Context: an optimization exercise on an open-source flow, tuned for small area. The choices shown serve that exercise and are no tape-out recipe. Only simulation tests tie the RTL to the original design; equivalence was not proved. Power figures rest on the tool's default switching activity, not on a simulated workload.

==> v17: inputs <==
==> flow/design.v <==
module topModule (
    input clk, rst,
    input S1, S2,
    input S3,
    input S4,
    input S5,
    input S6,
    input S7,
    input PB1,
    output reg Buzzer,
    output reg LED0, LED1,
    output reg [7:0] seg_7_display,
    output reg [7:0] active_low_anode
);
    localparam Time = 2'b00, Set_time = 2'b01, Set_alarm = 2'b10, Alarm = 2'b11;
    reg [14:0] cnt;
    wire tick = (&cnt[13:0]) & ~cnt[14];
    wire [2:0] slot = cnt[7:5];
    always @(posedge clk or posedge rst)
        if (rst) cnt <= 15'd0;
        else     cnt <= cnt + 15'd1;
    reg [1:0] state;
    reg [5:0] seconds;               
    reg [5:0] minutes, alarm_minutes;
    reg [4:0] hours, alarm_hours;
    reg [1:0] alarm_led_counter;
    reg alarm_buzzer_counter;
    reg prv_S5;
    wire in_time  = state == Time;
    wire in_st    = state == Set_time;
    wire in_sa    = state == Set_alarm;
    wire sec59 = seconds == 6'd59;
    wire min59 = minutes == 6'd59;
    wire go    = tick & ~S6;
    wire inc_m  = go & ((in_time & sec59) | (in_st & S3));
    wire inc_h  = go & ((in_time & sec59 & min59) | (in_st & S4));
    wire inc_am = go & in_sa & S3;
    wire inc_ah = go & in_sa & S4;
    wire match = (minutes == alarm_minutes) && (hours == alarm_hours);
    always @(posedge clk or posedge rst)
        if (rst) prv_S5 <= 1'b0;
        else if (tick) prv_S5 <= S5;
    always @(posedge clk or posedge rst)
        if (rst) begin
            minutes <= 6'd0; hours <= 5'd0;
            alarm_minutes <= 6'd0; alarm_hours <= 5'd0;
        end else begin
            if (inc_m)  minutes <= min59 ? 6'd0 : minutes + 6'd1;
            if (inc_h)  hours <= (hours == 5'd23) ? 5'd0 : hours + 5'd1;
            if (inc_am) alarm_minutes <= (alarm_minutes == 6'd59) ? 6'd0 : alarm_minutes + 6'd1;
            if (inc_ah) alarm_hours <= (alarm_hours == 5'd23) ? 5'd0 : alarm_hours + 5'd1;
        end
    always @(posedge clk or posedge rst)
        if (rst) begin
            state <= Time;
            seconds <= 6'd0;
            alarm_led_counter <= 2'd0;
            alarm_buzzer_counter <= 1'b0;
            LED0 <= 1'b0;
            LED1 <= 1'b0;
            Buzzer <= 1'b0;
        end else if (tick) begin
            if (S6) begin
                LED0 <= 1'b0;
                LED1 <= 1'b0;
                Buzzer <= 1'b0;
            end else begin
                LED1 <= 1'b1;
                Buzzer <= 1'b0;
                case (state)
                    Time: begin
                        seconds <= sec59 ? 6'd0 : seconds + 6'd1;
                        LED0 <= ~seconds[0];
                        if (S1) state <= Set_time;
                        else if (S2) state <= Set_alarm;
                        else if (match & S5 & ~prv_S5) state <= Alarm;
                    end
                    Set_time: begin
                        LED0 <= 1'b0;
                        if (!S1) state <= Time;
                    end
                    Set_alarm: begin
                        LED0 <= 1'b1;
                        if (!S2) state <= Time;
                    end
                    default: begin
                        alarm_led_counter <= alarm_led_counter + 2'd1;
                        LED0 <= ~(&alarm_led_counter);
                        if (!S7) begin
                            alarm_buzzer_counter <= ~alarm_buzzer_counter;
                            Buzzer <= ~alarm_buzzer_counter;
                        end
                        if (PB1) state <= Time;
                    end
                endcase
            end
        end
    wire [5:0] v = slot[1] ? {1'b0, S2 ? alarm_hours : hours} : (S2 ? alarm_minutes : minutes);
    reg [2:0] tens;
    reg [3:0] units;
    always @(*) begin
        case (v)
            6'd0: {tens, units} = {3'd0, 4'd0};
            6'd1: {tens, units} = {3'd0, 4'd1};
            6'd2: {tens, units} = {3'd0, 4'd2};
            6'd3: {tens, units} = {3'd0, 4'd3};
            6'd4: {tens, units} = {3'd0, 4'd4};
            6'd5: {tens, units} = {3'd0, 4'd5};
            6'd6: {tens, units} = {3'd0, 4'd6};
            6'd7: {tens, units} = {3'd0, 4'd7};
            6'd8: {tens, units} = {3'd0, 4'd8};
            6'd9: {tens, units} = {3'd0, 4'd9};
            6'd10: {tens, units} = {3'd1, 4'd0};
            6'd11: {tens, units} = {3'd1, 4'd1};
            6'd12: {tens, units} = {3'd1, 4'd2};
            6'd13: {tens, units} = {3'd1, 4'd3};
            6'd14: {tens, units} = {3'd1, 4'd4};
            6'd15: {tens, units} = {3'd1, 4'd5};
            6'd16: {tens, units} = {3'd1, 4'd6};
            6'd17: {tens, units} = {3'd1, 4'd7};
            6'd18: {tens, units} = {3'd1, 4'd8};
            6'd19: {tens, units} = {3'd1, 4'd9};
            6'd20: {tens, units} = {3'd2, 4'd0};
            6'd21: {tens, units} = {3'd2, 4'd1};
            6'd22: {tens, units} = {3'd2, 4'd2};
            6'd23: {tens, units} = {3'd2, 4'd3};
            6'd24: {tens, units} = {3'd2, 4'd4};
            6'd25: {tens, units} = {3'd2, 4'd5};
            6'd26: {tens, units} = {3'd2, 4'd6};
            6'd27: {tens, units} = {3'd2, 4'd7};
            6'd28: {tens, units} = {3'd2, 4'd8};
            6'd29: {tens, units} = {3'd2, 4'd9};
            6'd30: {tens, units} = {3'd3, 4'd0};
            6'd31: {tens, units} = {3'd3, 4'd1};
            6'd32: {tens, units} = {3'd3, 4'd2};
            6'd33: {tens, units} = {3'd3, 4'd3};
            6'd34: {tens, units} = {3'd3, 4'd4};
            6'd35: {tens, units} = {3'd3, 4'd5};
            6'd36: {tens, units} = {3'd3, 4'd6};
            6'd37: {tens, units} = {3'd3, 4'd7};
            6'd38: {tens, units} = {3'd3, 4'd8};
            6'd39: {tens, units} = {3'd3, 4'd9};
            6'd40: {tens, units} = {3'd4, 4'd0};
            6'd41: {tens, units} = {3'd4, 4'd1};
            6'd42: {tens, units} = {3'd4, 4'd2};
            6'd43: {tens, units} = {3'd4, 4'd3};
            6'd44: {tens, units} = {3'd4, 4'd4};
            6'd45: {tens, units} = {3'd4, 4'd5};
            6'd46: {tens, units} = {3'd4, 4'd6};
            6'd47: {tens, units} = {3'd4, 4'd7};
            6'd48: {tens, units} = {3'd4, 4'd8};
            6'd49: {tens, units} = {3'd4, 4'd9};
            6'd50: {tens, units} = {3'd5, 4'd0};
            6'd51: {tens, units} = {3'd5, 4'd1};
            6'd52: {tens, units} = {3'd5, 4'd2};
            6'd53: {tens, units} = {3'd5, 4'd3};
            6'd54: {tens, units} = {3'd5, 4'd4};
            6'd55: {tens, units} = {3'd5, 4'd5};
            6'd56: {tens, units} = {3'd5, 4'd6};
            6'd57: {tens, units} = {3'd5, 4'd7};
            6'd58: {tens, units} = {3'd5, 4'd8};
            6'd59: {tens, units} = {3'd5, 4'd9};
            default: {tens, units} = 7'd0;
        endcase
    end
    wire [3:0] dv = slot[2] ? 4'd0 : (slot[0] ? {1'b0, tens} : units);
    always @(*) begin
        case (slot)
            3'd0: active_low_anode = 8'hFE;
            3'd1: active_low_anode = 8'hFD;
            3'd2: active_low_anode = 8'hFB;
            3'd3: active_low_anode = 8'hF7;
            default: active_low_anode = 8'hFF;
        endcase
        case (dv)
            4'd0: seg_7_display = 8'hC0;
            4'd1: seg_7_display = 8'hF9;
            4'd2: seg_7_display = 8'hA4;
            4'd3: seg_7_display = 8'hB0;
            4'd4: seg_7_display = 8'h99;
            4'd5: seg_7_display = 8'h92;
            4'd6: seg_7_display = 8'h82;
            4'd7: seg_7_display = 8'hF8;
            4'd8: seg_7_display = 8'h80;
            4'd9: seg_7_display = 8'h90;
            default: seg_7_display = 8'hC0;
        endcase
    end
endmodule
==> flow/flow/run.sh <==
#!/bin/bash
# Own layout flow: the standard flow (standard.sh) with two changes:
#  - synthesis maps the logic with an area-oriented ABC script (flow/my_synth.tcl);
#    registers, their names and cell types are as in the standard synthesis;
#  - the port buffers that placement inserts are sky130_fd_sc_hd__buf_1;
#  - clock tree synthesis takes its arguments from flow/cts_args.
# Each tool's output goes to its own log under orfs/logs; make's output to flow_make.log.
set -euo pipefail
HERE=$(pwd)
sed "s#SYNTH_SCRIPT=[^ ]*#SYNTH_SCRIPT=$HERE/flow/my_synth.tcl#" standard.sh > my_standard.sh
grep -q "SYNTH_SCRIPT=$HERE/flow/my_synth.tcl" my_standard.sh
export BUFFER_PORTS_ARGS="-buffer_cell sky130_fd_sc_hd__buf_1"
# clock tree options (ORFS's cts.tcl reads CTS_ARGS): no dummy loads
if [[ -f flow/cts_args ]]; then export CTS_ARGS="$(cat flow/cts_args)"; fi
bash my_standard.sh > flow_make.log 2>&1
==> flow/flow/abc_area_deep.script <==
strash
&get -n
&st
&deepsyn -T 20
&put
dch -f
amap
topo
dnsize
==> flow/flow/cts_args <==
-sink_clustering_enable -repair_clock_nets -buf_list sky130_fd_sc_hd__clkbuf_8 -dont_use_dummy_load -sink_clustering_size 30 -sink_clustering_max_diameter 100
==> flow/flow/my_synth.tcl <==
# synth_recipe.tcl with one change: ABC maps the logic with an area-oriented script
# (abc_area_deep.script beside this file) instead of ORFS's speed script.
set ::my_abc_script [file join [file dirname [file normalize [info script]]] abc_area_deep.script]
proc synth {args} { yosys synth -nofsm -noshare {*}$args }
proc abc {args} {
  set i [lsearch -exact $args -script]
  if {$i >= 0} { lset args [expr {$i + 1}] $::my_abc_script }
  yosys abc {*}$args
}
source $::env(SCRIPTS_DIR)/synth.tcl
# left out here: clear keep_hierarchy, flatten, clean up, hide names made inside functions, write 1_2_yosys.v
==> flow/standard.sh <==
#!/bin/bash
# synth_recipe.tcl (not shown) runs the flow's synth.tcl, then flattens the netlist and writes it again
# the make line also repeats each setting of config.mk as NAME=value (left out here)
make -C /OpenROAD-flow-scripts/flow DESIGN_CONFIG=/design/flow/config.mk WORK_HOME=/design/flow/orfs CLKGATE_MAP_FILE= SYNTH_SCRIPT=/design/flow/synth_recipe.tcl "${@:-finish}"
==> flow/config.mk <==
export PLATFORM = sky130hd
export DESIGN_NAME = topModule
export DESIGN_NICKNAME = topModule
export VERILOG_FILES = /design/flow/design.v
export SDC_FILE = /design/flow/constraint.sdc
export NUM_CORES = 4
export LEC_CHECK = 0
export CAP_MARGIN = 20
export CORE_MARGIN = 2
export CORE_UTILIZATION = 40
export CTS_BUF_LIST = sky130_fd_sc_hd__clkbuf_8
export SLEW_MARGIN = 20
==> flow/constraint.sdc <==
create_clock -name core_clock -period 10.0 [get_ports {clk}]
set_input_delay 2.0000 -clock core_clock [delete_from_list [all_inputs] [get_ports {clk}]]
set_output_delay 2.0000 -clock core_clock [all_outputs]
set_load 0.01 [all_outputs]
==> v23: changes against v17 <==
--- a/flow/design.v
+++ b/flow/design.v
@@ -12,13 +12,21 @@
     output reg [7:0] seg_7_display,
     output reg [7:0] active_low_anode
 );
-    localparam Time = 2'b00, Set_time = 2'b01, Set_alarm = 2'b10, Alarm = 2'b11;
-    reg [14:0] cnt;
-    wire tick = (&cnt[13:0]) & ~cnt[14];
-    wire [2:0] slot = cnt[7:5];
-    always @(posedge clk or posedge rst)
-        if (rst) cnt <= 15'd0;
-        else     cnt <= cnt + 15'd1;
+    localparam Time = 2'b00, Set_time = 2'b11, Set_alarm = 2'b01, Alarm = 2'b10;
+    reg [4:0] ph;
+    reg [9:0] hi;
+    wire ph_z = ~|ph[3:0];
+    wire ph_wrap = ph[4] & ph_z;
+    wire tick = ph_wrap & (&hi[8:0]) & ~hi[9];
+    wire [2:0] slot = hi[2:0];
+    always @(posedge clk or posedge rst)
+        if (rst) begin
+            ph <= 5'd0;
+            hi <= 10'd0;
+        end else begin
+            ph <= {ph[3:0], ph[4] ^ ph[2] ^ ph_z};
+            hi <= hi + {9'd0, ph_wrap};
+        end
     reg [1:0] state;
     reg [5:0] seconds;               
     reg [5:0] minutes, alarm_minutes;
@@ -29,8 +37,11 @@
     wire in_time  = state == Time;
     wire in_st    = state == Set_time;
     wire in_sa    = state == Set_alarm;
-    wire sec59 = seconds == 6'd59;
-    wire min59 = minutes == 6'd59;
+    wire sec59 = &{seconds[5:3], seconds[1:0]};
+    wire min59 = &{minutes[5:3], minutes[1:0]};
+    wire hr23  = &{hours[4], hours[2:0]};
+    wire amin59 = &{alarm_minutes[5:3], alarm_minutes[1:0]};
+    wire ahr23  = &{alarm_hours[4], alarm_hours[2:0]};
     wire go    = tick & ~S6;
     wire inc_m  = go & ((in_time & sec59) | (in_st & S3));
     wire inc_h  = go & ((in_time & sec59 & min59) | (in_st & S4));
@@ -46,9 +57,9 @@
             alarm_minutes <= 6'd0; alarm_hours <= 5'd0;
         end else begin
             if (inc_m)  minutes <= min59 ? 6'd0 : minutes + 6'd1;
-            if (inc_h)  hours <= (hours == 5'd23) ? 5'd0 : hours + 5'd1;
-            if (inc_am) alarm_minutes <= (alarm_minutes == 6'd59) ? 6'd0 : alarm_minutes + 6'd1;
-            if (inc_ah) alarm_hours <= (alarm_hours == 5'd23) ? 5'd0 : alarm_hours + 5'd1;
+            if (inc_h)  hours <= hr23 ? 5'd0 : hours + 5'd1;
+            if (inc_am) alarm_minutes <= amin59 ? 6'd0 : alarm_minutes + 6'd1;
+            if (inc_ah) alarm_hours <= ahr23 ? 5'd0 : alarm_hours + 5'd1;
         end
     always @(posedge clk or posedge rst)
         if (rst) begin
@@ -160,7 +171,10 @@
             6'd57: {tens, units} = {3'd5, 4'd7};
             6'd58: {tens, units} = {3'd5, 4'd8};
             6'd59: {tens, units} = {3'd5, 4'd9};
-            default: {tens, units} = 7'd0;
+            6'd60: {tens, units} = {3'd6, 4'd0};
+            6'd61: {tens, units} = {3'd6, 4'd1};
+            6'd62: {tens, units} = {3'd6, 4'd2};
+            6'd63: {tens, units} = {3'd6, 4'd3};
         endcase
     end
     wire [3:0] dv = slot[2] ? 4'd0 : (slot[0] ? {1'b0, tens} : units);
==> flow/flow/run.sh (replaced) <==
#!/bin/bash
# Own layout flow: the standard flow (standard.sh) with these changes:
#  - synthesis maps all the logic, adders included, with area-oriented ABC
#    scripts and keeps the smallest result (flow/my_synth.tcl);
#    registers, their names and cell types are as in the standard synthesis;
#  - the port buffers that placement inserts are sky130_fd_sc_hd__buf_1;
#  - clock tree synthesis takes its arguments from flow/cts_args;
#  - the constant outputs share one tie cell.
# Each tool's output goes to its own log under orfs/logs; make's output to flow_make.log.
set -euo pipefail
HERE=$(pwd)
sed "s#SYNTH_SCRIPT=[^ ]*#SYNTH_SCRIPT=$HERE/flow/my_synth.tcl#" standard.sh > my_standard.sh
grep -q "SYNTH_SCRIPT=$HERE/flow/my_synth.tcl" my_standard.sh
export BUFFER_PORTS_ARGS="-buffer_cell sky130_fd_sc_hd__buf_1"
# keep synthesis's single tie cell for the constant outputs (no tie per port)
export SKIP_REPAIR_TIE_FANOUT=1
# clock tree options (ORFS's cts.tcl reads CTS_ARGS): no dummy loads
if [[ -f flow/cts_args ]]; then export CTS_ARGS="$(cat flow/cts_args)"; fi
bash my_standard.sh > flow_make.log 2>&1
==> flow/flow/abc_a.script (new file) <==
strash
&get -n
&st
&deepsyn -J 800 -S 7
&put
dch -f
amap -F 20 -A 30 -C 1000
topo
dnsize
==> flow/flow/abc_b.script (new file) <==
strash
&get -n
&st
&deepsyn -J 800 -S 7
&put
dch -f
amap
topo
dnsize
==> flow/flow/abc_c.script (new file) <==
strash
&get -n
&st
&deepsyn -J 800 -S 7
&put
dch -f
amap
strash
dch -f
amap
topo
dnsize
==> flow/flow/abc_d.script (new file) <==
strash
&get -n
&st
&deepsyn -J 800 -S 9
&put
dch -f
amap -F 20 -A 30 -C 1000
topo
dnsize
==> flow/flow/abc_e.script (new file) <==
strash
&get -n
&st
&deepsyn -J 800 -S 5
&put
dch -f
amap -F 20 -A 30 -C 1000
topo
dnsize
==> flow/flow/cts_args (replaced) <==
-sink_clustering_enable -repair_clock_nets -buf_list sky130_fd_sc_hd__clkbuf_8 -dont_use_dummy_load
==> flow/flow/my_synth.tcl (replaced) <==
# synth_recipe.tcl with one change: ABC maps the logic with area-oriented scripts
# (abc_*.script beside this file) instead of ORFS's speed script. Each script is
# tried on the same input and the mapping with the smallest cell area is kept.
# The scripts stop on step counts, not on time, so the result does not depend
# on the machine.
set ::my_abc_scripts [lsort [glob [file join [file dirname [file normalize [info script]]] abc_*.script]]]
proc synth {args} { yosys synth -nofsm -noshare {*}$args }
proc abc {args} {
  set i [lsearch -exact $args -script]
  set lib $::env(LIB_FILES)
  design -save my_pre_abc
  set best 1e30
  set best_sc ""
  foreach sc $::my_abc_scripts {
    design -load my_pre_abc
    set a $args
    if {$i >= 0} { lset a [expr {$i + 1}] $sc }
    yosys abc {*}$a
    set s [tee -q -s result.string stat -liberty [lindex $lib 0]]
    if {[regexp {Chip area for module[^:]*:\s*([0-9.]+)} $s -> area]} {
      puts "MY_ABC $sc area $area"
      if {$area < $best} { set best $area; set best_sc $sc; design -save my_best_abc }
    }
  }
  puts "MY_ABC best $best_sc area $best"
  design -load my_best_abc
}
# no separate adder mapping: ABC maps the adders with the rest of the logic
set ::env(ADDER_MAP_FILE) ""
source $::env(SCRIPTS_DIR)/synth.tcl
# left out here: clear keep_hierarchy, flatten, clean up, hide names made inside functions, write 1_2_yosys.v
removed: flow/flow/abc_area_deep.script
==> qor summary <==
quantity	v23	v17
Final Power	0.3429 mW	0.3550 mW
IR Drop Worst-Case VDD	0.05694 mV	0.07430 mV
Met3 GRT Util	0.02868	0.02278
Tcrit/Tclk final	0.6915	0.7450
Worst slack at placement	3.176 ns	2.618 ns
Post-route standard cell area excluding fillers	0.002766 mm^2	0.003396 mm^2
Min Clock Period, post-route	6.915 ns	7.450 ns
Total number of multi-input combinational cells	204	263
Chip Width	83.77 um	92.43 um
Outcome	timing/DRC/antenna clean	timing/DRC/antenna clean
Switching power total	0.07860 mW	0.08736 mW
Final core utilization	0.4433	0.4440
Sw Share	0.2292	0.2461
Register-to-register setup slack	5.05 ns	4.87 ns
Final Wtd Congestion	0.9312	0.8645
Die area	0.007017 mm^2	0.008543 mm^2
Layout filler cell count	629	762
Layout clock area frac	0.02488	0.02027
Largest stage delay on the critical path	0.30 ns	0.47 ns
Netlist area before placement	0.002545 mm^2	0.003128 mm^2
Crit path setup slack, layout	3.085 ns	2.550 ns
Worst clock skew	0.01934 ns	0.02987 ns
Routed length on met1	2.557 mm	3.194 mm
Share of total power in sequential cells	0.626	0.598
P_comb	0.0224 mW	0.0351 mW
Worst reg2reg path startpoint	hi[0]	cnt[0]
Number of distinct library cells after synthesis	31	34

re-timing with driven ports:
The results above use ideal ports. As a check the final layouts listed here were re-extracted and re-timed, cells and wires unchanged.
Step 1 (the two cells are an assumption about what drives the block):
set clk [get_ports {clk}]
set_driving_cell -lib_cell sky130_fd_sc_hd__clkbuf_16 $clk
set_driving_cell -lib_cell sky130_fd_sc_hd__buf_2 [delete_from_list [all_inputs] $clk]
Step 2, shift: input delay + t, output delay - t, t = (earliest + latest rising clock arrival at the registers) / 2. This alone moves slack from input paths to output paths.
a / b / c = ideal / step 1 / step 2; a / b = the first two.
run | t (ns) | setup WS [ns] | cell pins on the clock port's net
v17 | 0.323 | 2.550 / 2.529 / 2.529 | 1
v23 | 0.319 | 3.085 / 3.060 / 3.060 | 1
After both steps setup and hold are still met in every run listed. For v23, which loses most, drivers alone change the setup slack by -0.025 ns; drivers and shift together by -0.025 ns.
